Optimization exercise on an open flow, not production practice.
RTL: at most simulated, not proved equivalent.
The clock port is an ideal driver here.
Power: default activity.

==> design/flow/design.v <==
module missile_predictor_fpga(
    input clk50mhz,
    input rst,
    input uart_rx,
    output reg servo_pwm_out_x,
    output reg servo_pwm_out_y,
    output uart_tx
);
    reg [10:0] rx_sh;
    reg        rx_dv;
    wire       rx_idle = rx_sh[0];
    reg [2:0]  rx_c8;
    reg [1:0]  rx_c3;
    reg [2:0]  rx_c7;
    reg [4:0]  rx_c31;
    wire       rx_tick = (&rx_c8) & rx_c3[1] & ~|rx_c7[2:1] & ~|rx_c31[4:1];
    wire       rx_start = rx_idle & ~uart_rx;
    always @(posedge clk50mhz) begin
        if (rx_start) begin
            rx_c8 <= 3'd3;
            rx_c3 <= 2'b10;
            rx_c7 <= 3'b001;
            rx_c31 <= 5'b00001;
        end else begin
            rx_c8 <= rx_c8 + 3'd1;
            rx_c3 <= {rx_c3[0], ~|rx_c3};
            rx_c7 <= {rx_c7[1:0], rx_c7[2] ^ rx_c7[1]};
            rx_c31 <= {rx_c31[3:0], rx_c31[4] ^ rx_c31[2]};
        end
    end
    always @(posedge clk50mhz) begin
        if (rst) begin
            rx_sh[0] <= 1'b1;
            rx_dv <= 1'b0;
        end else begin
            rx_dv <= 1'b0;
            if (rx_idle) begin
                if (!uart_rx)
                    rx_sh <= 11'b100_0000_0000;
            end else if (rx_tick) begin
                rx_sh <= {uart_rx, rx_sh[10:1]};
                rx_dv <= rx_sh[1];
            end
        end
    end
    wire [7:0] rx_byte = rx_sh[8:1];
    reg        byte_state;
    reg [7:0]  ux, uy, lx, ly, hx, hy, xpos, ypos;
    reg [4:0]  cnt;
    wire       window = ~cnt[0] & cnt[1] & ~cnt[2];
    wire       cnt14 = ~cnt[0] & ~cnt[3] & ~cnt[4];
    wire       differs = (ux != lx) || (uy != ly);
    wire [8:0] dx = {1'b0, lx} - {1'b0, hx};
    wire [8:0] dy = {1'b0, ly} - {1'b0, hy};
    wire [8:0] px = {1'b0, lx} + {dx[8], dx[8:2], 1'b0};
    wire [8:0] py = {1'b0, ly} + {dy[8], dy[8:2], 1'b0};
    wire [7:0] fx = px[8] ? 8'd0 : px[7:0];
    wire [7:0] fy = py[8] ? 8'd0 : py[7:0];
    wire [7:0] fvx = dx[8] ? 8'd0 : {2'b00, dx[7:2]};
    wire [7:0] fvy = dy[8] ? 8'd0 : {2'b00, dy[7:2]};
    always @(posedge clk50mhz) begin
        if (rst) begin
            byte_state <= 1'b0;
            uy <= 8'd128;
            lx <= 8'd128;
            ly <= 8'd128;
            xpos <= 8'd128;
            ypos <= 8'd128;
            cnt <= 5'b00101;
        end else if (rx_dv) begin
            byte_state <= ~byte_state;
            if (!byte_state) begin
                ux <= rx_byte;
            end else begin
                uy <= rx_byte;
                if (differs) begin
                    lx <= ux;
                    ly <= uy;
                    if (cnt14) begin
                        hx <= ux;
                        hy <= uy;
                    end
                    if (!window)
                        cnt <= {cnt[3:0], cnt[4] ^ cnt[2]};
                end
                if (window) begin
                    xpos <= fx;
                    ypos <= fy;
                    cnt <= 5'b00101;
                end
            end
        end
    end
    reg [8:0]  pr;
    reg [7:0]  pq;
    reg [3:0]  pu;
    wire       pr_wrap = (pr[5:0] == 6'b000100);               
    wire       pr_95 = pr[8] & pr[7] & ~pr[6] & ~pr[5] & pr[3] & ~pr[2];
    wire       pu_pre = (pu[3:1] == 3'b000);
    wire       pu_mid = ~pu[3] & ~pu[2] & ~pu[0];
    wire       pu_last = pu[3] & ~pu[1] & ~pu[0];
    wire       p_end = pu_last & (pq == 8'd244) & pr_95;
    wire       lt_x = pu_pre | (pu_mid & (pq < xpos));
    wire       lt_y = pu_pre | (pu_mid & (pq < ypos));
    always @(posedge clk50mhz) begin
        if (rst || p_end) begin
            pr <= 9'b110101110;                                 
            pq <= 8'd170;
            pu <= 4'b0001;
        end else if (pr_wrap) begin
            pr <= 9'b001010101;                                 
            pq <= pq + 8'd1;
            if (&pq)
                pu <= {pu[2:0], pu[3] ^ pu[2]};
        end else begin
            pr <= {pr[7:0], pr[8] ^ pr[4]};
        end
    end
    always @(posedge clk50mhz) begin
        if (rst) begin
            servo_pwm_out_x <= 1'b0;
            servo_pwm_out_y <= 1'b0;
        end else begin
            servo_pwm_out_x <= window & lt_x;
            servo_pwm_out_y <= window & lt_y;
        end
    end
    reg [2:0]  tx_state;
    reg [11:0] tx_sh;
    wire       tx_busy = |tx_sh[11:1];
    reg [7:0]  tx_byte;
    reg [2:0]  tx_c8;
    reg [1:0]  tx_c3;
    reg [2:0]  tx_c7;
    reg [4:0]  tx_c31;
    wire       tx_tick = (&tx_c8) & tx_c3[1] & ~|tx_c7[2:1] & ~|tx_c31[4:1];
    wire       tx_load = ~tx_busy & window & ~tx_state[2];
    always @(posedge clk50mhz) begin
        if (tx_load) begin
            tx_c8 <= 3'd7;
            tx_c3 <= 2'b10;
            tx_c7 <= 3'b001;
            tx_c31 <= 5'b00001;
        end else begin
            tx_c8 <= tx_c8 + 3'd1;
            tx_c3 <= {tx_c3[0], ~|tx_c3};
            tx_c7 <= {tx_c7[1:0], tx_c7[2] ^ tx_c7[1]};
            tx_c31 <= {tx_c31[3:0], tx_c31[4] ^ tx_c31[2]};
        end
    end
    always @(*) begin
        case (tx_state[1:0])
            2'd0: tx_byte = fy;
            2'd1: tx_byte = fx;
            2'd2: tx_byte = fvy;
            default: tx_byte = fvx;
        endcase
    end
    assign uart_tx = tx_sh[0];
    always @(posedge clk50mhz) begin
        if (rst) begin
            tx_state <= 3'd0;
            tx_sh <= 12'd1;
        end else if (tx_busy) begin
            if (tx_tick)
                tx_sh <= {1'b0, tx_sh[11:1]};
        end else if (window) begin
            if (tx_state[2]) begin
                tx_state <= 3'd0;
            end else begin
                tx_sh <= {1'b1, tx_byte, 1'b0, 1'b1, 1'b1};
                tx_state <= tx_state + 3'd1;
            end
        end
    end
endmodule
==> design/flow/run.sh <==
#!/bin/bash
# synth_recipe.tcl (not shown) runs the flow's synth.tcl, then flattens the netlist and writes it again
# the make line also repeats each setting of config.mk as NAME=value (left out here)
make -C /OpenROAD-flow-scripts/flow DESIGN_CONFIG=/design/flow/config.mk WORK_HOME=/design/flow/orfs CLKGATE_MAP_FILE= SYNTH_SCRIPT=/design/flow/synth_recipe.tcl finish
==> design/flow/config.mk <==
export PLATFORM = sky130hd
export DESIGN_NAME = missile_predictor_fpga
export DESIGN_NICKNAME = missile_predictor_fpga
export VERILOG_FILES = /design/flow/design.v
export SDC_FILE = /design/flow/constraint.sdc
export NUM_CORES = 4
export LEC_CHECK = 0
export CAP_MARGIN = 20
export CORE_MARGIN = 2
export CORE_UTILIZATION = 40
export SLEW_MARGIN = 20
==> design/flow/constraint.sdc <==
create_clock -name core_clock -period 20.0 [get_ports {clk50mhz}]
set_input_delay 4.0000 -clock core_clock [delete_from_list [all_inputs] [get_ports {clk50mhz}]]
set_output_delay 4.0000 -clock core_clock [all_outputs]
set_load 0.01 [all_outputs]
==> summary.txt, run 1 <==
Routing
The first-pass detailed-route iteration total is 5. For this block, the initial DRC count from the detailed router was 274. In the final routed layout, each cell accounts on average for 15.25 µm.

The count of nets left with antenna violations once routing finished came out at 0. The via count of the routed design is roughly 5200. The number of design rule violations left after detail routing is 0. The ratio of routed vias to standard cells is 5.274. The routed wire length is 15.16 mm.

Power and ir drop
The leakage power summed over all cells is 3.023 nW. The worst ir drop on vdd is 57.24 µV. Power spread over the standard cell area amounts to 86.49 mW/mm².

Timing
The total count of max-transition violations in the final report is 0. Across the routed clock network, the largest skew measured is 5.623 ps. The number of failing setup endpoints in the final timing report is 0. The aggregate negative setup slack is 0 ps.

After layout, the minimum clock period comes to 5964 ps. The achievable frequency is 167.7 MHz. For the pin with the worst max-slew slack, the measured transition is between 1000 and 1500 ps. The count of endpoints failing hold in the final timing report is 0. The worst pin sits at a relative slew slack of a little under a quarter. Setup repair after global routing left no endpoint under its margin. After layout, the worst path uses 29.82% of the clock period. The tightest hold margin is 386.7 ps.

Clocking
At the later pin of the worst-skew pair, clock insertion delay measures 420 ps. The count of hold buffers inserted by post-cts repair is 0. TritonCTS created 17 clock buffers. The buffer count from post-CTS setup fixing is 0. The master cell of the clock root buffer is clkbuf_16. The H-tree was split into 4 levels. The clock slew seen by the registers of the worst setup and hold paths is 60 ps. After clock tree synthesis, the repair step resized 0 gates. The TritonCTS clock tree is yes. The clock net in this run drives a total of 146 sinks. The maximum root-to-sink buffer count is 2.

Synth
The share of flip-flops with an asynchronous set or reset is 0%. After Yosys synthesis, XOR and XNOR cells account for about 6.1% of the synthesized area. The cell type with the highest aggregate area in the netlist is dfxtp_1. The average footprint of a synthesized cell is 9.567 µm².

In this run, synthesis produced a sequential element count of 146. The fraction of the mapped netlist area in adder cells is between 10% and 20%. Ranked by total cell area, the synthesized netlist is headed by dfxtp_1, edfxtp_1, ha_1. The number of nets handed over by synthesis was just over 800.

The fraction of post-synthesis cell area in the top cell type by area is 31.17%. In the synthesized netlist the dominant register cell turns out to be dfxtp_1. The register area share after synthesis is 45.36%. The main combinational cell family by area after synthesis is simple AND/OR/NAND/NOR gates. The simple-gate area share of the yosys netlist is 18.05%.

The portion of synthesized area spent on multiplexers is 0.5565%. The number of different library cells in the post-synthesis netlist is 72. dfxtp_1 is the most common cell in the netlist. The number of standard cells after synthesis is 752. The yosys synthesis warning count is 1.

Ranked by instance count, the synthesized netlist is headed by dfxtp_1, nand2_1, a21oi_1. The combined area of all synthesized cells is 0.007194 mm². The synthesized netlist devotes 15.10% of its cell area to compound gates. In this run, synthesis inferred 34 flip-flops with an integrated enable.

Worst setup path
The data required time of the critical path is ~20000 ps. Of all nets on the critical path, the largest fanout is 58. The type of the worst setup path is input pin to register. The endpoint of the most critical register-to-register path is tx_sh[4]. The worst setup path is launched from an input pin. The origin of the critical flop-to-flop path is ly[2]. The critical path endpoint category is a register. The number of cells on the worst reg-to-reg path is 12. In this run the register-to-register setup slack is 16110 ps. The arrival time reported for the critical path endpoint is 6090 ps.

Job
Across the run, the number of max-cap violations was 0.

Global routing
The initial antenna violation count is 0. The via count of the first global-routing pass is between 5000 and 6000. Global routing used 16.25% of the available tracks.

Global routing finished with a remaining overflow of 0. The wire length of the first global-routing pass is 25.18 mm. Entering global routing, the biggest net connects 59 pins.

Run status
The flow ran to the end and the layout has no timing, DRC or antenna violations.

Worst hold path
The classification of the worst-slack hold path is register to register. Along the worst hold path, the cell count comes to 1. The endpoint with the worst hold slack is tx_c8[0]. The startpoint identified for the worst hold timing path is tx_c8[0].

Finish
The post-route netlist has under 10% of its cells at a drive strength greater than 1. The growth of design area from synthesis to finish is 12.00%. The number of antenna diodes in the final layout is 0. For this run, the post-layout net count is 814.

Floorplan
The initial standard-cell utilization of the core is 40.46%. The floorplan step set the die height to 138.1 µm. The width of the die is roughly 140 µm. The region available for standard cell placement spans 0.01778 mm². The overall die area is 0.01907 mm². The cell row count is 49.

In this run the count of I/O pins placed on the die edge is 6.

Placed design
The last weighted congestion value of the routability-driven placer is 0.8392. The total of buffers placed on input and output ports is 5. The HPWL after detailed placement is approximately 11 mm.
-- per-stage QoR --
stage                     std cells  util [%]  worst slack [ps]  area, µm²  power [mW]
after floorplan                 752         -             13810       7194      0.3573
after global placement          962     41.75             13660       7422      0.3630
after detailed placement        962     41.75             13610       7422      0.3661
after CTS                       994     45.32             14030       8058      0.7035
after global routing            994     45.32             13860       8058      0.7259
final                           994     45.32             14040       8058      0.6969
-- flip-flops by register name (all words and copies together), names as in the netlist, 4 cells and up --
register / count
lx: 8
ux: 8
pr: 9
rx_sh: 11
rx_c31: 5
pq: 8
ypos: 8
pu: 4
hx: 8
xpos: 8
cnt: 5
uy: 8
tx_sh: 12
hy: 8
tx_c31: 5
ly: 8
-- routing by layer --
layer	wire length, µm	vias up	part of all wire [%]	track usage [%]
met3	509	29	3.4	3.776
met4	291	0	1.9	5.908
met5	0	-	0	0
met2	7538	89	50	28.19
met1	6820	2486	45	19.76
li1	-	2638	-	-
-- worst max-delay path, stage by stage --
cell and delay, ps:
buf_2 90, buf_4 310, inv_1 460, nand4b_1 180, nor4_2 730, buf_4 300
-- cell families (layout without fill, tap and decap cells) --
family,after synthesis,after routing
AOI/OAI and AO/OA,157,157
buffers and inverters,76,89
and+or+nand+nor,261,261
xor gates and xnor gates,49,49
DFF,146,146
adders and majority gates,59,59
muxes,4,4
-- worst max-delay path by stage --
stage                       end  slack, ps  cells after the start  startpoint
final                     hy[6]      14040                      6         rst
after global routing      hy[4]      13860                      6         rst
after CTS                 hy[5]      14030                      6         rst
after detailed placement  hy[2]      13610                      6         rst
after global placement    hy[0]      13660                      6         rst
after floorplan           hx[0]      13810                      3         rst
-- layout make-up --
class / instances / area, µm²
multi-input cells: 530 / 3621
flip-flops and latches: 146 / 3263
fillers: 1665 / 9722
repair buffers: 8 / 67.56
well taps: 229 / 286.5
clock buffers: 20 / 456.7
inverters: 49 / 183.9
clock inverters: 12 / 178.9
-- cells in the final DEF (no fill, tap or decap), drive strengths merged, types with 4 or more instances in the layout --
master,count
nor2b,12
xor2,13
inv,50
o21a,6
a21oi,64
a21o,14
clkbuf,20
o21bai,8
nand2b,16
ha,57
dfxtp,112
o21ai,14
or3,5
nand3,23
nand4,15
a31oi,6
nand2,92
nor4,6
edfxtp,34
a211o,6
nor3b,4
nor2,46
buf,4
nor3,10
clkinv,4
clkdlybuf4s50,4
or2,6
and2,14
xnor2,36
bufinv,4
a211oi,7
mux2i,4
-- power by group --
part / internal [mW] / switching (mW) / total [mW]
Sequential: 0.322 / 0.00876 / 0.330
Combinational: 0.0153 / 0.0136 / 0.0289
Clock: 0.216 / 0.122 / 0.338
==> inputs of run 2 (changes only) <==
==> design/flow/flow/run.sh (new file) <==
#!/bin/bash
# The standard layout (the standard.sh: standard synthesis, floorplan,
# placement, CTS, routing, finish), with one change to clock tree synthesis:
# no dummy loads, and small leaf buffers (clkbuf_4) under a clkbuf_8 root.
set -euo pipefail
export CTS_ARGS="-sink_clustering_enable -repair_clock_nets -dont_use_dummy_load -root_buf sky130_fd_sc_hd__clkbuf_8 -buf_list sky130_fd_sc_hd__clkbuf_4"
bash standard.sh > standard_flow.log 2>&1
==> design/flow/standard.sh (new file) <==
#!/bin/bash
# synth_recipe.tcl (not shown) runs the flow's synth.tcl, then flattens the netlist and writes it again
# the make line also repeats each setting of config.mk as NAME=value (left out here)
make -C /OpenROAD-flow-scripts/flow DESIGN_CONFIG=/design/flow/config.mk WORK_HOME=/design/flow/orfs CLKGATE_MAP_FILE= SYNTH_SCRIPT=/design/flow/synth_recipe.tcl "${@:-finish}"
removed: design/flow/run.sh
==> run 2 against run 1 <==
Global-route usage is 0.16 points lower. Register-to-register slack about the same. Worst setup slack better by 8.5 ps. Worst hold slack worse by 0.90 ps. First-iteration DRC count rose by 4.7%.
==> summary.txt, run 2 <==
Run status
The flow ran to the end and the layout has no timing, DRC or antenna violations.

Synth
Sorting the synthesized cells by how often they occur yields dfxtp_1, nand2_1, a21oi_1. The most frequently used flop master after synthesis is dfxtp_1. The fraction of the mapped netlist area in adder cells is 10.47% (unchanged). The share of cell area taken by muxes after synthesis was 0.5565% (unchanged). The yosys synthesis warning count is 1 (unchanged). The fraction of post-synthesis cell area in the top cell type by area is 31.17% (unchanged).

The average footprint of a synthesized cell is 9.567 µm² (unchanged). The share of flip-flops with an asynchronous set or reset came to 0% (unchanged). The simple-gate area share of the yosys netlist was 18.05% (unchanged). The xor/xnor cell area share of the yosys netlist is 6.070% (unchanged). By area, the combinational part of the netlist is dominated by simple AND/OR/NAND/NOR gates. The register area share after synthesis is 45.36% (unchanged). The share of the synthesized area in compound gates (AO/OA/AOI/OAI) was 15.10% (unchanged).

The total nets after synthesis came to 814 (unchanged). The number of enable-type register cells in the synthesized netlist is 34 (unchanged). The number of different library cells in the post-synthesis netlist came to 72 (unchanged). The number of standard cells after synthesis was 752 (unchanged). The biggest area contributor in the post-synthesis netlist is dfxtp_1. The combined area of all synthesized cells is 0.007194 mm² (unchanged). The post-synthesis sequential element count is 146 (unchanged). By instance count, the leading cell after synthesis is dfxtp_1. Yosys attributes the largest share of cell area to dfxtp_1, edfxtp_1, ha_1.

Timing
The count of endpoints failing hold in the final timing report is 0 (unchanged). The maximum clock skew at final layout is 35.45 ps (+29.83 ps). The actual transition at the worst max-transition pin came to 1118 ps (-20.74 ps). The number of failing setup endpoints in the final timing report is 0 (unchanged). The period utilization is 29.78% (-0.042 points).

The post-layout minimum cycle time was 5956 ps (-8.500 ps). The tightest hold margin is 385.8 ps (-0.8960 ps). The aggregate negative setup slack is 0 ps (unchanged). The tightest slew margin relative to the limit is 25.17% (+1.4 points).

The achievable frequency is 167.9 MHz (+0.14%). Setup repair after global routing left no endpoint under its margin. The total count of max-transition violations in the final report came to 0 (unchanged).

Routing
The number of design rule violations left after detail routing is 0 (unchanged). The number of violations reported at the end of detailed-routing iteration 0 was 287 (+4.7%). The via count of the routed design is 5183 (-1.1%). The final routed wire length divided by cell count came to 15.32 µm (+0.47%). The routed wire length was 15.00 mm (-1.0%). The first-pass detailed-route iteration total is 4 (-1). The number of routed nets with antenna violations was 0 (unchanged). The ratio of routed vias to standard cells came to 5.294 (+0.39%).

Placed design
The last weighted congestion value of the routability-driven placer is 0.8392 (unchanged). The total of buffers placed on input and output ports is 5 (unchanged). The HPWL after detailed placement is 11.16 mm (unchanged).

Finish
The antenna cell count came to 0 (unchanged). The most frequent standard cell in the layout excluding fill and tap cells is dfxtp_1. The filler cell count is 1723 (+3.5%). In the final layout, the registers with the most flip-flops are tx_sh: 12 flops, rx_sh: 11 flops, pr: 9 flops.

The number of flip-flops under the largest register name is 12 (unchanged). In the layout the commonest cells are dfxtp_1, nand2_1, a21oi_1. The number of nets in the finished design is 814 (unchanged).

The fraction of final layout cells sized beyond drive strength 1 is 6.133% (-1.7 points). Ranked by flip-flop count, first place goes to tx_sh. The growth of design area from synthesis to finish is 5.026%.

Worst setup path
The cell type of the slowest stage on the worst timing path is nor4_2. Traced cell by cell, the critical path runs through buf_2 -> buf_4 -> inv_1 -> nand4b_1 -> nor4_2 -> buf_4. The arrival time reported for the critical path endpoint came to 6070 ps (-20 ps).

The type of the worst setup path is input pin to register. The worst path buffer plus inverter count is 4 (unchanged). The largest delay contributor family on the critical path is buffers and inverters. The worst setup path is captured at a register. The maximum fanout count along the critical path came to 58 (unchanged).

The cell with the most instances on the worst path is buf_4. The data required time of the critical path is 20120 ps (about the same). The stage delay of the slowest cell on the critical path is 740 ps (about the same). The worst setup path is launched from an input pin.

Global routing
The via count of the first global-routing pass is 5212 (-1.1%). The wire length of the first global-routing pass is 24.98 mm (-0.79%). The initial antenna violation count is 0 (unchanged). The maximum number of pins on one net before global-route repair is 59 (unchanged).

The overall global routing resource usage was 16.09% (-0.16 points). The leftover overflow at the end of global routing was 0 (unchanged).

Floorplan
The cell row count is 49 (unchanged). The width of the die is 138.1 µm (unchanged). The count of boundary I/O pins was 6 (unchanged). The vertical extent of the die is 138.1 µm (unchanged). The total core area is 0.01778 mm² (unchanged). The overall die area was 0.01907 mm² (unchanged). The initial standard-cell utilization of the core is 40.46% (unchanged).

Clocking
The TritonCTS clock tree is yes. The maximum level of the CTS H-tree is 4 (unchanged). The maximum root-to-sink buffer count is 2 (unchanged). The number of resized instances in the post-cts repair step is 0 (unchanged). The count of hold buffers inserted by post-cts repair is 0 (unchanged).

The clock insertion delay at the later pin of the skew report is 430 ps (about the same). The buffer count from post-CTS setup fixing came to 0 (unchanged). The master cell of the clock root buffer is clkbuf_8.

The clock slew seen by the registers of the worst setup and hold paths came to 110 ps (+50 ps). The number of sinks on the clock net came to 146 (unchanged). The number of CTS-inserted buffers is 17 (unchanged).

Power and ir drop
The leakage power summed over all cells is 2.801 nW (-7.4%). The worst ir drop on vdd is 54.12 µV (-5.5%). The total power per unit cell area came to 64.32 mW/mm² (-26%).

Worst hold path
The classification of the worst-slack hold path is register to register.

Job
The max-cap check violation count is 0 (unchanged).
==> run 2: final cells by class <==
class | instances | area (µm²) | area share, %
inverter | 49 | 183.9 | 2.434
timing repair buffer | 8 | 67.56 | 0.8942
sequential | 146 | 3263 | 43.19
tap | 229 | 286.5 | 3.792
multi-input combinational | 530 | 3621 | 47.92
clock buffer | 17 | 133.9 | 1.772
==> run 2: cells by family after synthesis <==
| family | count (synthesis) |
|---|---|
| fa+ha+maj | 59 |
| simple gates | 261 |
| flops | 146 |
| compound gates | 157 |
| buf+inv | 76 |
| xor+xnor | 49 |
| mux | 4 |
==> run 2: worst register-to-register path: cells and delay by family (launching register included) <==
family	cells	cell delay, ps
simple gates	1	60
fa+ha+maj	2	600
xor+xnor	2	1030
flops	1	460
compound gates	7	1640
==> run 2: per-stage QoR <==
step                power [mW]  instance area, µm²  setup slack [ps]  std cells  util, %
global placement        0.3630                7422             13660        962    41.75
floorplan               0.3573                7194             13810        752        -
finish                  0.4860                7556             14040        979    42.50
detailed placement      0.3661                7422             13610        962    41.75
global route            0.5137                7556             13860        979    42.50
CTS                     0.4929                7556             14030        979    42.50
==> run 2: final timing paths <==
| kind | from | end | slack (ps) | cells after the start |
|---|---|---|---|---|
| worst min-delay path | rx_c3[1] | rx_c3[0] | 390 | 1 |
| worst max register to register | ly[2] | tx_sh[4] | 16110 | 12 |
| worst min register to register | rx_c3[1] | rx_c3[0] | 390 | 1 |
| worst max-delay path | rst | hy[5] | 14040 | 6 |
==> run 2: routing by layer <==
metal  wire length, µm  track usage, %  share of wire (%)  vias to the layer above
met5                 0               0                  0                        -
met4               297           5.532                2.0                        0
met3               385           3.568                2.6                       21
met2              7397           27.88                 49                       60
met1              6920           19.82                 46                     2480
li1                  -               -                  -                     2622
==> run 2: power breakdown <==
part / internal (mW) / switching [mW]
registers: 0.321 / 0.00880
logic: 0.0153 / 0.0136
clock network: 0.0417 / 0.0857
total: 0.378 / 0.108
==> inputs of run 3 (changes only) <==
--- a/design/flow/design.v
+++ b/design/flow/design.v
@@ -50,14 +50,39 @@
     wire       window = ~cnt[0] & cnt[1] & ~cnt[2];
     wire       cnt14 = ~cnt[0] & ~cnt[3] & ~cnt[4];
     wire       differs = (ux != lx) || (uy != ly);
-    wire [8:0] dx = {1'b0, lx} - {1'b0, hx};
-    wire [8:0] dy = {1'b0, ly} - {1'b0, hy};
-    wire [8:0] px = {1'b0, lx} + {dx[8], dx[8:2], 1'b0};
-    wire [8:0] py = {1'b0, ly} + {dy[8], dy[8:2], 1'b0};
-    wire [7:0] fx = px[8] ? 8'd0 : px[7:0];
-    wire [7:0] fy = py[8] ? 8'd0 : py[7:0];
-    wire [7:0] fvx = dx[8] ? 8'd0 : {2'b00, dx[7:2]};
-    wire [7:0] fvy = dy[8] ? 8'd0 : {2'b00, dy[7:2]};
+    wire [8:0] bx, by;                   
+    wire [7:0] dx, dy;                   
+    wire [7:0] cx, cy;                   
+    wire [7:0] sx, sy;                   
+    assign bx[0] = 1'b0;
+    assign by[0] = 1'b0;
+    assign cx[0] = 1'b0;
+    assign cy[0] = 1'b0;
+    genvar gi;
+    generate
+        for (gi = 0; gi < 8; gi = gi + 1) begin : g_sub
+            assign dx[gi] = lx[gi] ^ hx[gi] ^ bx[gi];
+            assign bx[gi+1] = (~lx[gi] & hx[gi]) | (~lx[gi] & bx[gi]) | (hx[gi] & bx[gi]);
+            assign dy[gi] = ly[gi] ^ hy[gi] ^ by[gi];
+            assign by[gi+1] = (~ly[gi] & hy[gi]) | (~ly[gi] & by[gi]) | (hy[gi] & by[gi]);
+        end
+    endgenerate
+    wire [6:0] vx = {bx[8], dx[7:2]};
+    wire [6:0] vy = {by[8], dy[7:2]};
+    generate
+        for (gi = 0; gi < 7; gi = gi + 1) begin : g_add
+            assign sx[gi] = lx[gi+1] ^ vx[gi] ^ cx[gi];
+            assign sy[gi] = ly[gi+1] ^ vy[gi] ^ cy[gi];
+            assign cx[gi+1] = (lx[gi+1] & vx[gi]) | (lx[gi+1] & cx[gi]) | (vx[gi] & cx[gi]);
+            assign cy[gi+1] = (ly[gi+1] & vy[gi]) | (ly[gi+1] & cy[gi]) | (vy[gi] & cy[gi]);
+        end
+    endgenerate
+    assign sx[7] = vx[6] ^ cx[7];
+    assign sy[7] = vy[6] ^ cy[7];
+    wire [7:0] fx = sx[7] ? 8'd0 : {sx[6:0], lx[0]};
+    wire [7:0] fy = sy[7] ? 8'd0 : {sy[6:0], ly[0]};
+    wire [7:0] fvx = vx[6] ? 8'd0 : {2'b00, vx[5:0]};
+    wire [7:0] fvy = vy[6] ? 8'd0 : {2'b00, vy[5:0]};
     always @(posedge clk50mhz) begin
         if (rst) begin
             byte_state <= 1'b0;
@@ -94,17 +119,16 @@
     reg [8:0]  pr;
     reg [7:0]  pq;
     reg [3:0]  pu;
+    reg        lt_x, lt_y;
     wire       pr_wrap = (pr[5:0] == 6'b000100);               
-    wire       pr_95 = pr[8] & pr[7] & ~pr[6] & ~pr[5] & pr[3] & ~pr[2];
+    wire       pr_96 = ~pr[7] & ~pr[6] & (pr[3:0] == 4'b0000);
     wire       pu_pre = (pu[3:1] == 3'b000);
     wire       pu_mid = ~pu[3] & ~pu[2] & ~pu[0];
     wire       pu_last = pu[3] & ~pu[1] & ~pu[0];
-    wire       p_end = pu_last & (pq == 8'd244) & pr_95;
-    wire       lt_x = pu_pre | (pu_mid & (pq < xpos));
-    wire       lt_y = pu_pre | (pu_mid & (pq < ypos));
+    wire       p_end = pu_last & (pq == 8'd244) & pr_96;       
     always @(posedge clk50mhz) begin
         if (rst || p_end) begin
-            pr <= 9'b110101110;                                 
+            pr <= 9'b101011101;                                 
             pq <= 8'd170;
             pu <= 4'b0001;
         end else if (pr_wrap) begin
@@ -115,6 +139,10 @@
         end else begin
             pr <= {pr[7:0], pr[8] ^ pr[4]};
         end
+    end
+    always @(posedge clk50mhz) begin
+        lt_x <= pu_pre | p_end | (lt_x & ~(pu_mid & (pq == xpos)));
+        lt_y <= pu_pre | p_end | (lt_y & ~(pu_mid & (pq == ypos)));
     end
     always @(posedge clk50mhz) begin
         if (rst) begin
==> design/flow/flow/run.sh (replaced) <==
#!/bin/bash
# The standard layout (the standard.sh: standard synthesis, floorplan,
# placement, CTS, routing, finish), with one change to clock tree synthesis:
# no dummy loads, and clkbuf_8 buffers throughout the tree.
set -euo pipefail
export CTS_ARGS="-sink_clustering_enable -repair_clock_nets -dont_use_dummy_load -root_buf sky130_fd_sc_hd__clkbuf_8 -buf_list sky130_fd_sc_hd__clkbuf_8"
bash standard.sh > standard_flow.log 2>&1
==> run 3 against run 2 <==
Still clean. Die area down 7.2%. Combinational power down 47%. Total power up 2.6%. Non-clock buffer count unchanged. First-iteration DRC count down 16%. Worst hold slack better by 5.0 ps. Core utilization up 0.93 points. Worst setup slack better by 20 ps. Global-route usage down 0.71 points. Critical endpoint is now tx_sh[5]. Largest cell class is now registers. Highest routed layer unchanged.
==> summary.txt, run 3 <==
Worst setup path
Following the worst setup path forward leads to its endpoint at tx_sh[5]. The origin of the critical flop-to-flop path is ly[0]. The endpoint of the most critical register-to-register path is tx_sh[5]. The number of cells on the worst reg-to-reg path is 15 (+3).

The stage delay of the slowest cell on the critical path is 780 ps (+40 ps). Traced cell by cell, the critical path runs through nand2b_1 -> maj3_1 -> fa_1 -> fa_1 -> fa_1 -> fa_1 -> fa_1 -> fa_1 -> fa_1 -> fa_1 -> xnor2_1 -> nand3_1 -> a21oi_1 -> a2111oi_0 -> nor3_1. By startpoint and endpoint, the worst setup path is classified as register to register. The worst setup path is captured at a register. The startpoint kind of the worst setup timing path is a register.

On the critical path, the stage with the largest delay is an instance of xnor2_1. The arrival time reported for the critical path endpoint came to 6270 ps (+200 ps). The maximum fanout count along the critical path is 13 (-78%). The critical path starts at ly[0]. The data required time of the critical path is 20340 ps (+220 ps). The setup slack on the worst flop-to-flop path came to 14060 ps (-2050 ps). The cell with the most instances on the worst path is fa_1.

Routing
The number of design rule violations left after detail routing is 0 (unchanged). The ratio of routed vias to standard cells came to 5.083 (-4.0%). The via count of the routed design is 4422 (-15%). The first-pass detailed-route iteration total came to 5 (+1).

The number of violations reported at the end of detailed-routing iteration 0 is 240 (-16%). The routed wire length is 12.94 mm (-14%). The number of routed nets with antenna violations was 0 (unchanged). The final routed wire length divided by cell count is 14.87 µm (-2.9%).

Power and ir drop
The overall power of the completed layout is 0.4988 mW (+2.6%). The switching part of the total power came to 20.89% (-1.3 points). The relative contribution of the clock network to total power was 33.4% (+7.2 points).

The total power per unit cell area is 70.00 mW/mm² (+8.8%). The internal power consumption is 0.3946 mW (+4.4%). The logic gate share of total power came to 3.1% (-2.8 points). The switching power is 0.1042 mW (-3.6%). The leakage power summed over all cells is 2.549 nW (-9.0%). The worst ir drop on vdd is 47.60 µV (-12%).

The proportion of power drawn by flip-flops and latches is 63.5% (-4.4 points).

Timing
The number of failing setup endpoints in the final timing report is 0 (unchanged). The achievable frequency is 168.5 MHz (+0.34%). The period utilization is 29.68% (-0.10 points). The aggregate negative setup slack came to 0 ps (unchanged).

The tightest hold margin is 390.8 ps (+4.991 ps). The post-layout minimum cycle time is 5935 ps (-20.10 ps). The actual transition at the worst max-transition pin came to 961.5 ps (-156.8 ps). The tightest slew margin relative to the limit was 35.44% (+10 points).

The maximum clock skew at final layout came to 27.08 ps (-8.374 ps). The total count of max-transition violations in the final report was 0 (unchanged). The count of endpoints failing hold in the final timing report is 0 (unchanged). Setup repair after global routing left no endpoint under its margin.

Floorplan
The vertical extent of the die came to 133.0 µm (-3.7%). The width of the die is 133.0 µm (-3.7%). The initial standard-cell utilization of the core came to 40.59% (+0.13 points).

The count of boundary I/O pins came to 6 (unchanged). The cell row count was 47 (-4.1%). The total core area came to 0.01641 mm² (-7.7%). The overall die area is 0.01770 mm² (-7.2%).

Finish
Ranked by flip-flop count, first place goes to tx_sh. The area of all sequential standard cells is 0.003303 mm² (+1.2%). Leaving out fill and tap cells, the most frequent cell in the layout is dfxtp_1. In the final layout, the registers with the most flip-flops are tx_sh: 12 flops, rx_sh: 11 flops, pr: 9 flops. Compared with the post-synthesis result, the final layout area differs by 6.988%. The fraction of final layout cells sized beyond drive strength 1 is 5.385% (-0.75 points). The filler cell count is 1581 (-8.2%). The utilization after layout is 43.43% (+0.93 points). Leaving out fill and tap cells, the most frequent cells in the layout are dfxtp_1, nand2_1, a21oi_1. The area occupied by multi-input gates is 0.003129 mm² (-14%). The number of nets in the finished design is 695 (-15%).

The number of flip-flops under the largest register name came to 12 (unchanged). The antenna cell count came to 0 (unchanged).

Clocking
The number of resized instances in the post-cts repair step is 0 (unchanged). The clock slew seen by the registers of the worst setup and hold paths is 60 ps (-50 ps). The count of hold buffers inserted by post-cts repair is 0 (unchanged). The TritonCTS clock tree is yes.

The clock insertion delay at the later pin of the skew report is 450 ps (+20 ps). The master cell of the clock root buffer is clkbuf_8. The number of CTS-inserted buffers is 17 (unchanged). The maximum root-to-sink buffer count is 2 (unchanged). The maximum level of the CTS H-tree is 4 (unchanged). The buffer count from post-CTS setup fixing is 0 (unchanged). The number of sinks on the clock net is 148 (+1.4%).

Synth
By area, the combinational part of the netlist is dominated by simple AND/OR/NAND/NOR gates. The xor/xnor cell area share of the yosys netlist is 5.918% (-0.15 points). Among all cell types in the netlist, the one instantiated most often is dfxtp_1. The fraction of post-synthesis cell area in the top cell type by area is 34.27% (+3.1 points). The number of standard cells after synthesis is 653 (-13%).

The synthesized design spends more area on one cell type than any other, namely dfxtp_1. In the synthesized netlist the dominant register cell turns out to be dfxtp_1. The share of flip-flops with an asynchronous set or reset came to 0% (unchanged). The register area share after synthesis was 49.60% (+4.2 points).

The average footprint of a synthesized cell came to 10.20 µm² (+6.6%). The post-synthesis sequential element count is 148 (+1.4%). The combined area of all synthesized cells is 0.006660 mm² (-7.4%). The number of enable-type register cells in the synthesized netlist came to 34 (unchanged). The number of different library cells in the post-synthesis netlist is 56 (-22%). The share of the synthesized area in compound gates (AO/OA/AOI/OAI) is 6.688% (-8.4 points). The fraction of the mapped netlist area in adder cells is 10.52% (+0.051 points).

By area the synthesized netlist is led by dfxtp_1, edfxtp_1, fa_1. Ranked by instance count, the synthesized netlist is headed by dfxtp_1, nand2_1, a21oi_1. The total nets after synthesis is 696 (-14%). The yosys synthesis warning count came to 1 (unchanged).

The simple-gate area share of the yosys netlist is 20.89% (+2.8 points). The share of cell area taken by muxes after synthesis is 2.856% (+2.3 points).

Placed design
The HPWL after detailed placement came to 9.615 mm (-14%). The total of buffers placed on input and output ports is 5 (unchanged). The last weighted congestion value of the routability-driven placer came to 0.8626 (+2.8%).

Global routing
The via count of the first global-routing pass came to 4375 (-16%). The initial antenna violation count came to 0 (unchanged). The leftover overflow at the end of global routing was 0 (unchanged). The wire length of the first global-routing pass is 21.33 mm (-15%).

The maximum number of pins on one net before global-route repair is 49 (-17%). The overall global routing resource usage is 15.38% (-0.71 points).

Job
The max-cap check violation count is 0 (unchanged).

Worst hold path
In this run the worst hold path is classified as register to register. The startpoint identified for the worst hold timing path is tx_c8[0].

Run status
The flow ran to the end and the layout has no timing, DRC or antenna violations.
## run 3: power groups by stage
stage / registers (mW) / logic, mW / clock network (mW)
after floorplan: 0.322 / 0.0126 / 0
after global placement: 0.323 / 0.0145 / 0
after detailed placement: 0.324 / 0.0155 / 0
after CTS: 0.317 / 0.0158 / 0.173
after global routing: 0.317 / 0.0179 / 0.185
final: 0.317 / 0.0153 / 0.167
## run 3: how the worst min path moves through the flow
stage	endpoint	slack [ps]	depth (start not counted)
2_1_floorplan	rx_c8[0]	360	1
3_5_place_dp	tx_c8[0]	380	1
3_3_place_gp	tx_c8[0]	370	1
4_1_cts	tx_c8[0]	390	1
6_report	tx_c8[0]	390	1
5_1_grt	tx_c8[0]	410	1
## run 3: routing by layer
metal	GRT usage, %	vias to the layer above	wire length, µm
met3	4.215	11	383
met1	18.40	2157	5821
li1	-	2199	-
met4	4.779	0	136
met2	26.91	55	6599
met5	0	-	0
## run 3: cells by family (layout without fill, tap and decap cells)
| family | Yosys count | count (layout) |
|---|---|---|
| and+or+nand+nor | 269 | 269 |
| DFF | 148 | 148 |
| AOI/OAI and AO/OA | 71 | 71 |
| buffers and inverters | 59 | 56 |
| xor gates and xnor gates | 45 | 45 |
| adders and majority gates | 42 | 42 |
| muxes | 19 | 19 |
## run 3: per-stage QoR
step,setup slack [ps],cells,cell area [µm²]
5_1_grt,13760,870,7126
6_report,14060,870,7126
2_1_floorplan,14540,653,6660
3_3_place_gp,14070,853,6887
4_1_cts,14050,870,7121
3_5_place_dp,13980,853,6887
## run 3: final cells by class
type | instances | area share (%)
sequential | 148 | 46.36
clock buffer | 17 | 3.284
inverter | 31 | 1.633
multi-input combinational | 446 | 43.92
timing repair buffer | 8 | 0.9482
tap | 220 | 3.863
## run 3: worst max-delay path, delay by kind of cell, from the launching register on
family	cells	cell delay, ps
AO/OA/AOI/OAI	2	390
XOR/XNOR	1	780
AND/OR/NAND/NOR	3	570
adder cells (fa/ha/maj)	9	3730
flip-flops	1	380
==> inputs of run 4 (changes only) <==
--- a/design/flow/design.v
+++ b/design/flow/design.v
@@ -2,8 +2,8 @@
     input clk50mhz,
     input rst,
     input uart_rx,
-    output reg servo_pwm_out_x,
-    output reg servo_pwm_out_y,
+    output servo_pwm_out_x,
+    output servo_pwm_out_y,
     output uart_tx
 );
     reg [10:0] rx_sh;
@@ -119,16 +119,15 @@
     reg [8:0]  pr;
     reg [7:0]  pq;
     reg [3:0]  pu;
-    reg        lt_x, lt_y;
+    reg        lt_x, lt_y, win_d;
     wire       pr_wrap = (pr[5:0] == 6'b000100);               
-    wire       pr_96 = ~pr[7] & ~pr[6] & (pr[3:0] == 4'b0000);
+    wire       pr_95 = pr[8] & pr[7] & ~pr[6] & ~pr[5] & pr[3] & ~pr[2];
     wire       pu_pre = (pu[3:1] == 3'b000);
-    wire       pu_mid = ~pu[3] & ~pu[2] & ~pu[0];
     wire       pu_last = pu[3] & ~pu[1] & ~pu[0];
-    wire       p_end = pu_last & (pq == 8'd244) & pr_96;       
+    wire       p_end = pu_last & (&pq[7:4]) & pq[2] & pr_95;   
     always @(posedge clk50mhz) begin
         if (rst || p_end) begin
-            pr <= 9'b101011101;                                 
+            pr <= 9'b110101110;                                 
             pq <= 8'd170;
             pu <= 4'b0001;
         end else if (pr_wrap) begin
@@ -141,32 +140,26 @@
         end
     end
     always @(posedge clk50mhz) begin
-        lt_x <= pu_pre | p_end | (lt_x & ~(pu_mid & (pq == xpos)));
-        lt_y <= pu_pre | p_end | (lt_y & ~(pu_mid & (pq == ypos)));
+        lt_x <= pu_pre | (lt_x & ~(pq == xpos));
+        lt_y <= pu_pre | (lt_y & ~(pq == ypos));
+        win_d <= ~rst & window;
     end
-    always @(posedge clk50mhz) begin
-        if (rst) begin
-            servo_pwm_out_x <= 1'b0;
-            servo_pwm_out_y <= 1'b0;
-        end else begin
-            servo_pwm_out_x <= window & lt_x;
-            servo_pwm_out_y <= window & lt_y;
-        end
-    end
+    assign servo_pwm_out_x = win_d & lt_x;
+    assign servo_pwm_out_y = win_d & lt_y;
     reg [2:0]  tx_state;
-    reg [11:0] tx_sh;
-    wire       tx_busy = |tx_sh[11:1];
+    reg [10:0] tx_sh;
+    wire       tx_busy = |tx_sh[10:1];
     reg [7:0]  tx_byte;
     reg [2:0]  tx_c8;
     reg [1:0]  tx_c3;
     reg [2:0]  tx_c7;
     reg [4:0]  tx_c31;
-    wire       tx_tick = (&tx_c8) & tx_c3[1] & ~|tx_c7[2:1] & ~|tx_c31[4:1];
+    wire       tx_tick = (&tx_c8) & ~tx_c3[1] & tx_c3[0] & ~|tx_c7[2:1] & ~|tx_c31[4:1];
     wire       tx_load = ~tx_busy & window & ~tx_state[2];
     always @(posedge clk50mhz) begin
         if (tx_load) begin
             tx_c8 <= 3'd7;
-            tx_c3 <= 2'b10;
+            tx_c3 <= 2'b11;
             tx_c7 <= 3'b001;
             tx_c31 <= 5'b00001;
         end else begin
@@ -188,15 +181,15 @@
     always @(posedge clk50mhz) begin
         if (rst) begin
             tx_state <= 3'd0;
-            tx_sh <= 12'd1;
+            tx_sh <= 11'd1;
         end else if (tx_busy) begin
             if (tx_tick)
-                tx_sh <= {1'b0, tx_sh[11:1]};
+                tx_sh <= {1'b0, tx_sh[10:1]};
         end else if (window) begin
             if (tx_state[2]) begin
                 tx_state <= 3'd0;
             end else begin
-                tx_sh <= {1'b1, tx_byte, 1'b0, 1'b1, 1'b1};
+                tx_sh <= {1'b1, tx_byte, 1'b0, 1'b1};
                 tx_state <= tx_state + 3'd1;
             end
         end
==> design/flow/flow/run.sh (replaced) <==
#!/bin/bash
# The standard layout (standard.sh) with two changes:
#  - synthesis: flow/synth.tcl, the standard synthesis with an area-oriented
#    ABC mapping script (flow/area.abc);
#  - clock tree synthesis: no dummy loads, clkbuf_8 buffers throughout.
set -euo pipefail
here=$(pwd)
export CTS_ARGS="-sink_clustering_enable -repair_clock_nets -dont_use_dummy_load -root_buf sky130_fd_sc_hd__clkbuf_8 -buf_list sky130_fd_sc_hd__clkbuf_8"
bash standard.sh SYNTH_SCRIPT="$here/flow/synth.tcl" finish > standard_flow.log 2>&1
==> design/flow/flow/area.abc (new file) <==
&get -n
&st
&dch
&nf -a
&put
==> design/flow/flow/synth.tcl (new file) <==
# The standard synthesis script (synth_recipe.tcl), with one change: ABC
# maps the logic with an area-oriented script (flow/area.abc) in place of
# ORFS's delay-oriented one. Everything before ABC, the flip-flop mapping
# included, is unchanged, so the registers are the standard synthesis's.
set area_abc [file join [file dirname [file normalize [info script]]] area.abc]
proc synth {args} { yosys synth -nofsm -noshare {*}$args }
proc abc {args} {
  set i [lsearch -exact $args -script]
  if {$i >= 0} { set args [lreplace $args [expr {$i + 1}] [expr {$i + 1}] $::area_abc] }
  yosys abc {*}$args
}
source $::env(SCRIPTS_DIR)/synth.tcl
# left out here: clear keep_hierarchy, flatten, clean up, hide names made inside functions, write 1_2_yosys.v
==> run 4 against run 3 <==
Still clean on timing, DRC and antenna. Register-to-register slack better by 95 ps. Cell count decreased by 7.6%. Fmax is 4.5% lower. Via count decreased by 4.6%. Core utilization up 1.0 points. Die area is 7.2% lower. Clock power is 2% lower. Sequential cell count is 2 lower. Sequential share of layout area rose by 2.1 points. Critical endpoint is now hx[4]. Largest cell class unchanged. Largest power group unchanged.
==> summary.txt, run 4 <==
Run status
The flow ran to the end and the layout has no timing, DRC or antenna violations.

Synth
The share of flip-flops with an asynchronous set or reset came to 0% (unchanged). The combined area of all synthesized cells is 0.006166 mm² (-7.4%). In the post-synthesis netlist, the biggest area contributors are dfxtp_1, edfxtp_1, fa_1. The register area share after synthesis is 52.92% (+3.3 points).

The number of standard cells after synthesis was 590 (-9.6%). The number of enable-type register cells in the synthesized netlist came to 34 (unchanged). Sorting the synthesized cells by how often they occur yields dfxtp_1, a21oi_1, o21ai_0. The dominant cell by count in the synthesized netlist is dfxtp_1. The fraction of post-synthesis cell area in the top cell type by area is 36.36% (+2.1 points). The most frequently used flop master after synthesis is dfxtp_1.

The post-synthesis sequential element count came to 146 (-1.4%). The number of different library cells in the post-synthesis netlist is 37 (-34%). The cell type with the highest aggregate area in the netlist is dfxtp_1. The total nets after synthesis is 631 (-9.3%).

The yosys synthesis warning count is 1 (unchanged). The average footprint of a synthesized cell is 10.45 µm² (+2.5%).

Finish
The largest registers in the layout are rx_sh: 11 flops, tx_sh: 11 flops, pr: 9 flops. The fraction of final layout cells sized beyond drive strength 1 is 3.896% (-1.5 points). The number of nets in the finished design came to 659 (-5.2%). Compared with the post-synthesis result, the final layout area differs by 9.172%. The antenna cell count is 0 (unchanged). In the layout the commonest cells are dfxtp_1, o21ai_0, a21oi_1. The most frequent standard cell in the layout excluding fill and tap cells is dfxtp_1. The filler cell count came to 1426 (-9.8%).

Power and ir drop
The leakage power summed over all cells was 2.458 nW (-3.6%). The worst ir drop on vdd came to 50.57 µV (+6.2%). The switching power is 0.1091 mW (+4.7%). The switching part of the total power came to 21.10% (+0.21 points). The relative contribution of the clock network to total power is 31.5% (-1.9 points). The overall power of the completed layout is 0.5172 mW (+3.7%).

The logic gate share of total power was 5.0% (+1.9 points). The internal power consumption came to 0.4081 mW (+3.4%). The proportion of power drawn by flip-flops and latches is 63.6% (about the same). The total power per unit cell area is 76.84 mW/mm² (+9.8%).

Floorplan
The overall die area is 0.01642 mm² (-7.2%). The count of boundary I/O pins is 6 (unchanged). The width of the die is 128.2 µm (-3.7%). The total core area came to 0.01515 mm² (-7.7%). The cell row count is 45 (-4.3%). The initial standard-cell utilization of the core was 40.71% (+0.12 points). The vertical extent of the die is 128.2 µm (-3.7%).

Worst setup path
On the critical path, the stage with the largest delay is an instance of clkinv_1. The maximum fanout count along the critical path is 40 (+27). The number of cells on the worst reg-to-reg path is 16 (+1).

The arrival time reported for the critical path endpoint is 6300 ps (+30 ps). The data required time of the critical path is 20090 ps (-250 ps). The worst setup path is launched from an input pin. The type of the worst setup path is input pin to register. STA classifies the critical path endpoint as a register.

The stage delay of the slowest cell on the critical path came to 840 ps (+60 ps). Traced cell by cell, the critical path runs through clkdlybuf4s50_1 -> buf_4 -> clkinv_1 -> and3_1.

Timing
Setup repair after global routing left no endpoint under its margin. The actual transition at the worst max-transition pin is 1054 ps (+92.56 ps). The achievable frequency is 161.0 MHz (-4.5%). The number of failing setup endpoints in the final timing report is 0 (unchanged). The post-layout minimum cycle time came to 6213 ps (+277.2 ps). The maximum clock skew at final layout is 23.21 ps (-3.866 ps). The total count of max-transition violations in the final report is 0 (unchanged). The period utilization is 31.06% (+1.4 points).

The tightest slew margin relative to the limit was 29.22% (-6.2 points). The aggregate negative setup slack is 0 ps (unchanged). The count of endpoints failing hold in the final timing report is 0 (unchanged).

The tightest hold margin is 386.2 ps (-4.603 ps).

Placed design
The HPWL after detailed placement came to 8.552 mm (-11%). The total of buffers placed on input and output ports is 5 (unchanged). The last weighted congestion value of the routability-driven placer came to 0.8909 (+3.3%).

Clocking
The number of sinks on the clock net was 146 (-1.4%). The cell sitting at the root of the clock tree is a clkbuf_8. The count of hold buffers inserted by post-cts repair is 0 (unchanged). The number of resized instances in the post-cts repair step is 0 (unchanged). The number of CTS-inserted buffers is 17 (unchanged). The buffer count from post-CTS setup fixing was 0 (unchanged). TritonCTS built the clock tree. The maximum level of the CTS H-tree is 4 (unchanged). The clock slew seen by the registers of the worst setup and hold paths was 70 ps (about the same). The clock insertion delay at the later pin of the skew report is 440 ps (about the same).

The maximum root-to-sink buffer count is 2 (unchanged).

Worst hold path
The path class of the tightest hold or removal check is register to register. The number of instances on the worst hold path is 1 (unchanged).

Routing
The final routed wire length divided by cell count is 14.67 µm (-1.3%). The number of routed nets with antenna violations came to 0 (unchanged). The via count of the routed design came to 4219 (-4.6%).

The routed wire length is 11.80 mm (-8.8%). The number of design rule violations left after detail routing is 0 (unchanged). The ratio of routed vias to standard cells came to 5.248 (+3.2%). The number of violations reported at the end of detailed-routing iteration 0 is 220 (-8.3%). The first-pass detailed-route iteration total is 6 (+1).

Global routing
The initial antenna violation count came to 0 (unchanged). The via count of the first global-routing pass is 4174 (-4.6%). The leftover overflow at the end of global routing came to 0 (unchanged).

The wire length of the first global-routing pass is 19.98 mm (-6.4%). The maximum number of pins on one net before global-route repair is 41 (-16%). The overall global routing resource usage came to 15.61% (+0.23 points).

Job
The max-cap check violation count was 0 (unchanged).
[run 4: through the flow]
| step | setup slack (ps) | util [%] | cell area, µm² | std cells |
|---|---|---|---|---|
| 5_1_grt | 13650 | 44.44 | 6731 | 804 |
| 3_5_place_dp | 13360 | 42.82 | 6485 | 787 |
| 4_1_cts | 13830 | 44.36 | 6719 | 804 |
| 2_1_floorplan | 14690 | - | 6166 | 590 |
| 3_3_place_gp | 13400 | 42.82 | 6485 | 787 |
| 6_report | 13790 | 44.44 | 6731 | 804 |
[run 4: area by class of cell]
cell class | count | area, µm² | share of cell area (%)
Sequential cell | 146 | 3263 | 48.48
Multi-Input combinational cell | 400 | 2754 | 40.91
Tap cell | 188 | 235.2 | 3.494
Clock buffer | 17 | 234.0 | 3.476
Inverter | 44 | 165.2 | 2.454
Timing Repair Buffer | 9 | 80.08 | 1.190
[run 4: routing by layer]
| layer | GRT usage, % | vias up | share of wire (%) |
|---|---|---|---|
| li1 | - | 2094 | - |
| met1 | 19.86 | 2015 | 48 |
| met2 | 24.32 | 86 | 47 |
| met3 | 4.174 | 24 | 3.2 |
| met4 | 8.403 | 0 | 2.7 |
| met5 | 0 | - | 0 |
[run 4: power by group through the flow]
stage	Sequential, mW	Clock (mW)	Combinational (mW)
2_1_floorplan	0.332	0	0.0201
3_3_place_gp	0.334	0	0.0247
3_5_place_dp	0.335	0	0.0266
4_1_cts	0.329	0.171	0.0266
5_1_grt	0.331	0.181	0.0302
6_report	0.329	0.163	0.0257
[run 4: logic make-up (layout without fill, tap and decap cells)]
logic type	after synthesis	in the layout	synth area share, %
flops	146	146	52.92
fa+ha+maj	40	40	10.96
compound gates	135	135	12.26
xor+xnor	43	43	6.108
simple gates	179	179	14.59
buf+inv	44	70	2.679
mux	3	3	0.4870
[run 4: path summary, 6_finish.rpt]
kind | from | slack, ps | end
max reg2reg | lx[0] | 14160 | tx_sh[2]
min reg2reg | rx_c8[0] | 390 | rx_c8[0]
min | rx_c8[0] | 390 | rx_c8[0]
max | rst | 13790 | hx[4]
[run 4: worst max-delay path: cells and delay by family]
kind,cells,cell delay [ps]
buf+inv,3,1580
simple gates,1,700
==> inputs of run 5 (changes only) <==
==> design/flow/flow/run.sh (replaced) <==
#!/bin/bash
# The standard layout (standard.sh) with three changes:
#  - synthesis: flow/synth.tcl, the standard synthesis with an area-oriented
#    ABC mapping script (flow/area.abc);
#  - clock tree synthesis: no dummy loads, clkbuf_8 buffers throughout;
#  - after CTS, flow/resize_clk.tcl swaps a clkbuf_8 for a clkbuf_4 where
#    the estimated slew at the clock pins stays under 100 ps.
set -euo pipefail
here=$(pwd)
export CTS_ARGS="-sink_clustering_enable -repair_clock_nets -dont_use_dummy_load -root_buf sky130_fd_sc_hd__clkbuf_8 -buf_list sky130_fd_sc_hd__clkbuf_8"
bash standard.sh SYNTH_SCRIPT="$here/flow/synth.tcl" cts > standard_flow_1.log 2>&1
RESULTS_DIR="$here/orfs/results/sky130hd/missile_predictor_fpga/base" PLATFORM_DIR="$FLOW_HOME/platforms/sky130hd" CLK_SLEW_LIMIT_PS=100 \
  openroad -no_init -exit "$here/flow/resize_clk.tcl" > resize_clk.log 2>&1
bash standard.sh SYNTH_SCRIPT="$here/flow/synth.tcl" finish > standard_flow_2.log 2>&1
==> design/flow/flow/resize_clk.tcl (new file) <==
# Downsize clock tree buffers (clkbuf_8 -> clkbuf_4) where the estimated
# slew at the flip-flop clock pins they drive stays under a limit.
set results $::env(RESULTS_DIR)
set plat $::env(PLATFORM_DIR)
read_liberty $plat/lib/sky130_fd_sc_hd__tt_025C_1v80.lib
read_db $results/4_cts.odb
read_sdc $results/4_cts.sdc
source $plat/setRC.tcl
set_propagated_clock [all_clocks]
estimate_parasitics -placement
set limit [expr {[info exists ::env(CLK_SLEW_LIMIT_PS)] ? $::env(CLK_SLEW_LIMIT_PS) : 90.0}]
proc sink_slew {inst} {
  set worst 0
  foreach pin [get_pins -of_objects [get_nets -of_objects [get_pins [get_full_name $inst]/X]]] {
    if {[get_property $pin direction] ne "input"} continue
    foreach e {rise fall} {
      set s [get_property $pin slew_max_$e]
      set ps [expr {[sta::time_ui_sta $s] * 1e12}]
      if {$ps > $worst} { set worst $ps }
    }
  }
  return $worst
}
set block [ord::get_db_block]
foreach inst [get_cells *] {
  set m [get_property $inst ref_name]
  if {$m ne "sky130_fd_sc_hd__clkbuf_8"} continue
  set before [sink_slew $inst]
  replace_cell $inst sky130_fd_sc_hd__clkbuf_4
  estimate_parasitics -placement
  set after [sink_slew $inst]
  # the root also sets the slew at every leaf buffer's input
  set worst_all 0
  foreach p [get_pins -hierarchical */CLK] { foreach e {rise fall} { set s [expr {[sta::time_ui_sta [get_property $p slew_max_$e]] * 1e12}]; if {$s > $worst_all} { set worst_all $s } } }
  if {$after > $limit || $worst_all > $limit} {
    replace_cell $inst sky130_fd_sc_hd__clkbuf_8
    estimate_parasitics -placement
    puts "keep [get_full_name $inst]: $before -> $after ps (worst $worst_all)"
  } else {
    puts "down [get_full_name $inst]: $before -> $after ps (worst $worst_all)"
  }
}
detailed_placement
check_placement
write_db [expr {[info exists ::env(OUT_ODB)] ? $::env(OUT_ODB) : "$results/4_cts.odb"}]
==> run 5 against run 4 <==
Wire length is essentially flat. Count of clock-buffer cells in the layout is the same. Clock power shrank 12%. Critical path depth is the same. Non-clock buffer count is the same. Largest cell class unchanged. Highest routed layer unchanged. Still clean on timing, DRC and antenna. Via count shrank 0.14%. Core utilization shrank 0.37 points. Critical endpoint is now hy[5]. Worst setup slack gained 11 ps. Critical path type unchanged. Sequential cell count is the same. Global-route usage is essentially flat.
==> summary.txt, run 5 <==
Run status
The flow ran to the end and the layout has no timing, DRC or antenna violations.

Global routing
The maximum number of pins on one net before global-route repair is 41 (unchanged). The leftover overflow at the end of global routing came to 0 (unchanged). The wire length of the first global-routing pass is 19.98 mm (unchanged). The via count of the first global-routing pass came to 4175 (+0.024%).

The overall global routing resource usage came to 15.64% (+0.027 points). The initial antenna violation count is 0 (unchanged).

Timing
The period utilization is 31.01% (-0.057 points). The achievable frequency is 161.3 MHz (+0.19%). The tightest slew margin relative to the limit was 29.41% (+0.19 points). The actual transition at the worst max-transition pin is 1051 ps (-2.845 ps). The post-layout minimum cycle time came to 6201 ps (-11.50 ps). The aggregate negative setup slack was 0 ps (unchanged). The number of failing setup endpoints in the final timing report is 0 (unchanged). The total count of max-transition violations in the final report is 0 (unchanged).

The maximum clock skew at final layout is 30.00 ps (+6.784 ps). The count of endpoints failing hold in the final timing report is 0 (unchanged). Setup repair after global routing left no endpoint under its margin.

Finish
In the final layout, the registers with the most flip-flops are rx_sh: 11 flops, tx_sh: 11 flops, pr: 9 flops. The antenna cell count was 0 (unchanged). The fraction of final layout cells sized beyond drive strength 1 is 3.896% (unchanged). The growth of design area from synthesis to finish is 8.259%. The library cell used most frequently in the layout, excluding fill and tap cells, is dfxtp_1. The final cell count without fillers is 804 (unchanged). The number of nets in the finished design was 659 (unchanged). Leaving out fill and tap cells, the most frequent cells in the layout are dfxtp_1, o21ai_0, a21oi_1.

Power and ir drop
The proportion of power drawn by flip-flops and latches is 66.1% (+2.5 points). The internal power consumption is 0.3893 mW (-4.6%). The total power per unit cell area is 74.43 mW/mm² (-3.1%). The relative contribution of the clock network to total power is 28.7% (-2.8 points).

The worst ir drop on vdd is 50.49 µV (-0.16%). The switching part of the total power is 21.63% (+0.54 points). The switching power was 0.1075 mW (-1.5%).

The leakage power summed over all cells was 2.435 nW (-0.95%). The logic gate share of total power is 5.2% (+0.2 points).

Floorplan
The width of the die was 128.2 µm (unchanged). The overall die area is 0.01642 mm² (unchanged). The total core area came to 0.01515 mm² (unchanged). The cell row count is 45 (unchanged). The count of boundary I/O pins is 6 (unchanged). The initial standard-cell utilization of the core is 40.71% (unchanged). The vertical extent of the die came to 128.2 µm (unchanged).

Synth
The average footprint of a synthesized cell is 10.45 µm² (unchanged). In the synthesized netlist, the cells that appear most often are dfxtp_1, a21oi_1, o21ai_0. The combined area of all synthesized cells came to 0.006166 mm² (unchanged). The number of different library cells in the post-synthesis netlist is 37 (unchanged).

In the synthesized netlist the dominant register cell turns out to be dfxtp_1. The fraction of post-synthesis cell area in the top cell type by area is 36.36% (unchanged). The number of standard cells after synthesis is 590 (unchanged). The total nets after synthesis is 631 (unchanged). By area the synthesized netlist is led by dfxtp_1, edfxtp_1, fa_1. The number of enable-type register cells in the synthesized netlist is 34 (unchanged). The post-synthesis sequential element count is 146 (unchanged). The register area share after synthesis is 52.92% (unchanged). The share of flip-flops with an asynchronous set or reset is 0% (unchanged).

The yosys synthesis warning count is 1 (unchanged). dfxtp_1 takes more of the synthesized area than any other cell. The dominant cell by count in the synthesized netlist is dfxtp_1.

Placed design
The number of instances in the placed design came to 787 (unchanged). The last weighted congestion value of the routability-driven placer came to 0.8909 (unchanged). The total of buffers placed on input and output ports is 5 (unchanged).

The HPWL after detailed placement is 8.552 mm (unchanged).

Clocking
TritonCTS built the clock tree. The number of sinks on the clock net is 146 (unchanged). The clock slew seen by the registers of the worst setup and hold paths is 70 ps (about the same). The maximum root-to-sink buffer count is 2 (unchanged).

The number of resized instances in the post-cts repair step is 0 (unchanged). The count of hold buffers inserted by post-cts repair is 0 (unchanged). The clock insertion delay at the later pin of the skew report came to 440 ps (about the same).

The buffer count from post-CTS setup fixing is 0 (unchanged). The number of CTS-inserted buffers was 17 (unchanged). The maximum level of the CTS H-tree came to 4 (unchanged).

The tree is rooted in a clkbuf_8.

Worst setup path
The maximum fanout count along the critical path came to 40 (unchanged). The worst setup path is captured at a register. The type of the worst setup path is input pin to register. The stage delay of the slowest cell on the critical path came to 830 ps (about the same). The worst setup path is launched from an input pin. The setup slack on the worst flop-to-flop path is 14200 ps (+40 ps). Traced cell by cell, the critical path runs through clkdlybuf4s50_1 -> buf_4 -> clkinv_1 -> and3_1. The slowest stage of the critical path is the clkinv_1 cell.

The data required time of the critical path is 20080 ps (about the same). The arrival time reported for the critical path endpoint is 6280 ps (-20 ps).

Routing
The number of violations reported at the end of detailed-routing iteration 0 is 204 (-7.3%). The number of design rule violations left after detail routing came to 0 (unchanged). The final routed wire length divided by cell count was 14.69 µm (about the same).

The routed wire length is 11.81 mm (about the same). The ratio of routed vias to standard cells is 5.240 (-0.14%). The first-pass detailed-route iteration total is 5 (-1).

The number of routed nets with antenna violations is 0 (unchanged). The via count of the routed design is 4213 (-0.14%).

Job
The max-cap check violation count is 0 (unchanged).

Worst hold path
The classification of the worst-slack hold path is register to register.
-- run 5: cell counts after synthesis --
Identical to the previous run, type by type.
-- run 5: cells by family (layout without fill, tap and decap cells) --
logic type | count (synthesis) | count (layout) | synth area share, %
AO/OA/AOI/OAI | 135 | 135 | 12.26
XOR/XNOR | 43 | 43 | 6.108
adder cells (fa/ha/maj) | 40 | 40 | 10.96
buffers and inverters | 44 | 70 | 2.679
flip-flops | 146 | 146 | 52.92
multiplexers | 3 | 3 | 0.4870
AND/OR/NAND/NOR | 179 | 179 | 14.59
-- run 5: layer usage --
layer | vias up | track usage, % | routed length (µm)
met2 | 79 | 24.32 | 5426
met1 | 2012 | 19.86 | 5603
met4 | 0 | 8.403 | 378
li1 | 2093 | - | -
met5 | - | 0 | 0
met3 | 29 | 4.299 | 400
-- run 5: path summary, 6_finish.rpt --
check                               from        to  cells after the start
worst max-delay path                 rst     hy[5]                      4
worst min-delay path            rx_c8[0]  rx_c8[0]                      1
worst max register to register     lx[0]  tx_sh[2]                     16
worst min register to register  rx_c8[0]  rx_c8[0]                      1
-- run 5: final cells by class --
type,count,area (µm²)
Tap cell,188,235.2
Fill cell,1439,8471
Inverter,44,165.2
Sequential cell,146,3263
Timing Repair Buffer,9,80.08
Multi-Input combinational cell,400,2754
Clock buffer,17,177.7
-- run 5: critical path: cells and delay by family --
kind                   cells  cell delay (ps)
AND/OR/NAND/NOR            1              690
buffers and inverters      3             1570
-- run 5: stage by stage --
step | total power [mW] | util (%) | hold slack [ps] | setup WS, ps | instance area [µm²]
floorplan | 0.3525 | - | 362.3 | 14690 | 6166
global placement | 0.3591 | 42.82 | 368.6 | 13400 | 6485
finish | 0.4968 | 44.07 | 386.1 | 13800 | 6675
global route | 0.5209 | 44.07 | 402.7 | 13640 | 6675
CTS | 0.5260 | 44.36 | 392.2 | 13830 | 6719
detailed placement | 0.3616 | 42.82 | 373.7 | 13360 | 6485
-- run 5: power groups by stage --
stage	combinational (mW)	sequential [mW]	clock (mW)
CTS	0.0266	0.329	0.171
detailed placement	0.0266	0.335	0
finish	0.0257	0.328	0.143
global route	0.0302	0.331	0.160
global placement	0.0247	0.334	0
floorplan	0.0201	0.332	0
==> inputs of run 6 (changes only) <==
==> design/flow/flow/area.abc (replaced) <==
strash
dch
amap
==> run 6 against run 5 <==
Still clean on timing, DRC and antenna. Area after synthesis down 0.39%. Worst setup slack better by 570 ps. Core utilization about the same. Sequential share of layout area up 0.18 points. Worst hold slack better by 7.4 ps. Synthesized cell count up 2.2%. Sequential power about the same. Total power up 0.91%. Critical path type is now register to register.
==> summary.txt, run 6 <==
Synth
The combined area of all synthesized cells came to 0.006142 mm² (-0.39%). For this run, the leading register cell type out of synthesis is dfxtp_1. The number of standard cells after synthesis is 603 (+2.2%). The post-synthesis sequential element count is 146 (unchanged). The yosys synthesis warning count is 1 (unchanged). dfxtp_1 is the most common cell in the netlist. The total nets after synthesis is 644 (+2.1%). The number of different library cells in the post-synthesis netlist is 37 (unchanged). The average footprint of a synthesized cell came to 10.19 µm² (-2.5%).

Run status
The run finished with no timing, DRC or antenna violations.

Floorplan
The cell row count came to 45 (unchanged). The initial standard-cell utilization of the core is 40.70% (about the same). The overall die area is 0.01636 mm² (-0.37%). The total core area is 0.01509 mm² (-0.37%).

Clocking
The number of sinks on the clock net is 146 (unchanged). TritonCTS built the clock tree. The maximum root-to-sink buffer count was 2 (unchanged). The number of resized instances in the post-cts repair step was 0 (unchanged).

Clock tree synthesis selected as its root buffer the cell clkbuf_8.

Power and ir drop
The relative contribution of the clock network to total power is 28.7% (about the same). The logic gate share of total power came to 5.8% (+0.6 points). The switching power is 0.1138 mW (+5.9%).

Global routing
The wire length of the first global-routing pass is 20.60 mm (+3.1%). The via count of the first global-routing pass came to 4206 (+0.74%). The overall global routing resource usage was 16.15% (+0.51 points).

Worst setup path
The last element of the critical path is tx_sh[4]. The number of cells on the worst reg-to-reg path was 19 (+3). The stage delay of the slowest cell on the critical path came to 520 ps (-310 ps).

Traced cell by cell, the critical path runs through clkinv_1 -> or2_0 -> a32oi_1 -> fa_1 -> fa_1 -> fa_1 -> fa_1 -> fa_1 -> fa_1 -> fa_1 -> clkinv_1 -> fa_1 -> nor2_1 -> a21oi_1 -> nor2b_1 -> a222oi_1 -> o21ai_0 -> a22oi_1 -> nor2_1. The data required time of the critical path is 20310 ps (+230 ps). The type of the worst setup path is register to register. The maximum fanout count along the critical path came to 8 (-80%). The endpoint of the most critical register-to-register path is tx_sh[4]. The setup slack on the worst flop-to-flop path was 14370 ps (+170 ps). STA classifies the critical path startpoint as a register.

The origin of the critical flop-to-flop path is lx[1].

Placed design
The HPWL after detailed placement is 8.945 mm (+4.6%). The last weighted congestion value of the routability-driven placer is 0.7891 (-11%).

Finish
The library cell used most frequently in the layout, excluding fill and tap cells, is dfxtp_1. The library cells used most frequently in the layout, excluding fill and tap cells, are dfxtp_1, nor2_1, clkinv_1. The number of nets in the finished design is 674 (+2.3%).

Worst hold path
The tightest min-delay check is of the register to register type.

Timing
The tightest slew margin relative to the limit is 29.48% (+0.066 points). The period utilization was 28.17% (-2.8 points). The aggregate negative setup slack is 0 ps (unchanged).

Job
The max-cap check violation count is 0 (unchanged).

Routing
The via count of the routed design is 4340 (+3.0%). The final routed wire length divided by cell count is 14.89 µm (+1.4%). The number of violations reported at the end of detailed-routing iteration 0 is 395 (+94%).
run 6: layer usage:
layer / global-route usage (%) / vias to the layer above / wire (µm)
met3: 4.633 / 26 / 466
met2: 25.29 / 97 / 5584
li1: - / 2190 / -
met1: 20.92 / 2027 / 5819
met5: 0 / - / 0
met4: 7.046 / 0 / 321
run 6: critical path, delay by kind of cell (launching register included):
| family | cells | cell delay [ps] |
|---|---|---|
| adders and majority gates | 8 | 2940 |
| and+or+nand+nor | 4 | 500 |
| buffers and inverters | 2 | 200 |
| AOI/OAI and AO/OA | 5 | 1510 |
| DFF | 1 | 350 |
run 6: kinds of logic after synthesis:
| family | share of synthesized area (%) |
|---|---|
| flip-flops | 53.13 |
| adder cells (fa/ha/maj) | 10.67 |
| AO/OA/AOI/OAI | 16.81 |
| buffers and inverters | 4.767 |
| AND/OR/NAND/NOR | 14.20 |
| XOR/XNOR | 0.4279 |
run 6: through the flow:
stage	hold slack (ps)	setup WS, ps	total power, mW	instances
after detailed placement	382.7	14050	0.3648	802
after global placement	372.1	14140	0.3610	802
after global routing	429.8	13940	0.5265	819
after floorplan	362.3	14400	0.3538	603
after CTS	399.5	14380	0.5314	819
final	393.5	14370	0.5013	819
run 6: final cells by class:
type,instances,area [µm²]
multi-input cells,379,2597
repair buffers,11,90.09
clock buffers,17,171.4
inverters,78,292.8
well taps,188,235.2
flip-flops and latches,146,3263
fillers,1424,8439
run 6: how the worst min path moves through the flow:
stage | start | endpoint | slack, ps | cells past startpoint
2_1_floorplan | tx_c8[0] | tx_c8[0] | 360 | 1
5_1_grt | tx_c8[0] | tx_c8[0] | 430 | 1
4_1_cts | tx_c8[0] | tx_c8[0] | 400 | 1
3_5_place_dp | tx_c8[0] | tx_c8[0] | 380 | 1
3_3_place_gp | tx_c8[0] | tx_c8[0] | 370 | 1
6_report | tx_c8[0] | tx_c8[0] | 390 | 1
run 6: power by group through the flow:
stage                     clock network [mW]  registers [mW]  logic, mW
after floorplan                            0           0.333     0.0212
after CTS                              0.173           0.329     0.0295
after global placement                     0           0.334     0.0267
after detailed placement                   0           0.335     0.0295
final                                  0.144           0.329     0.0289
after global routing                   0.162           0.331     0.0342
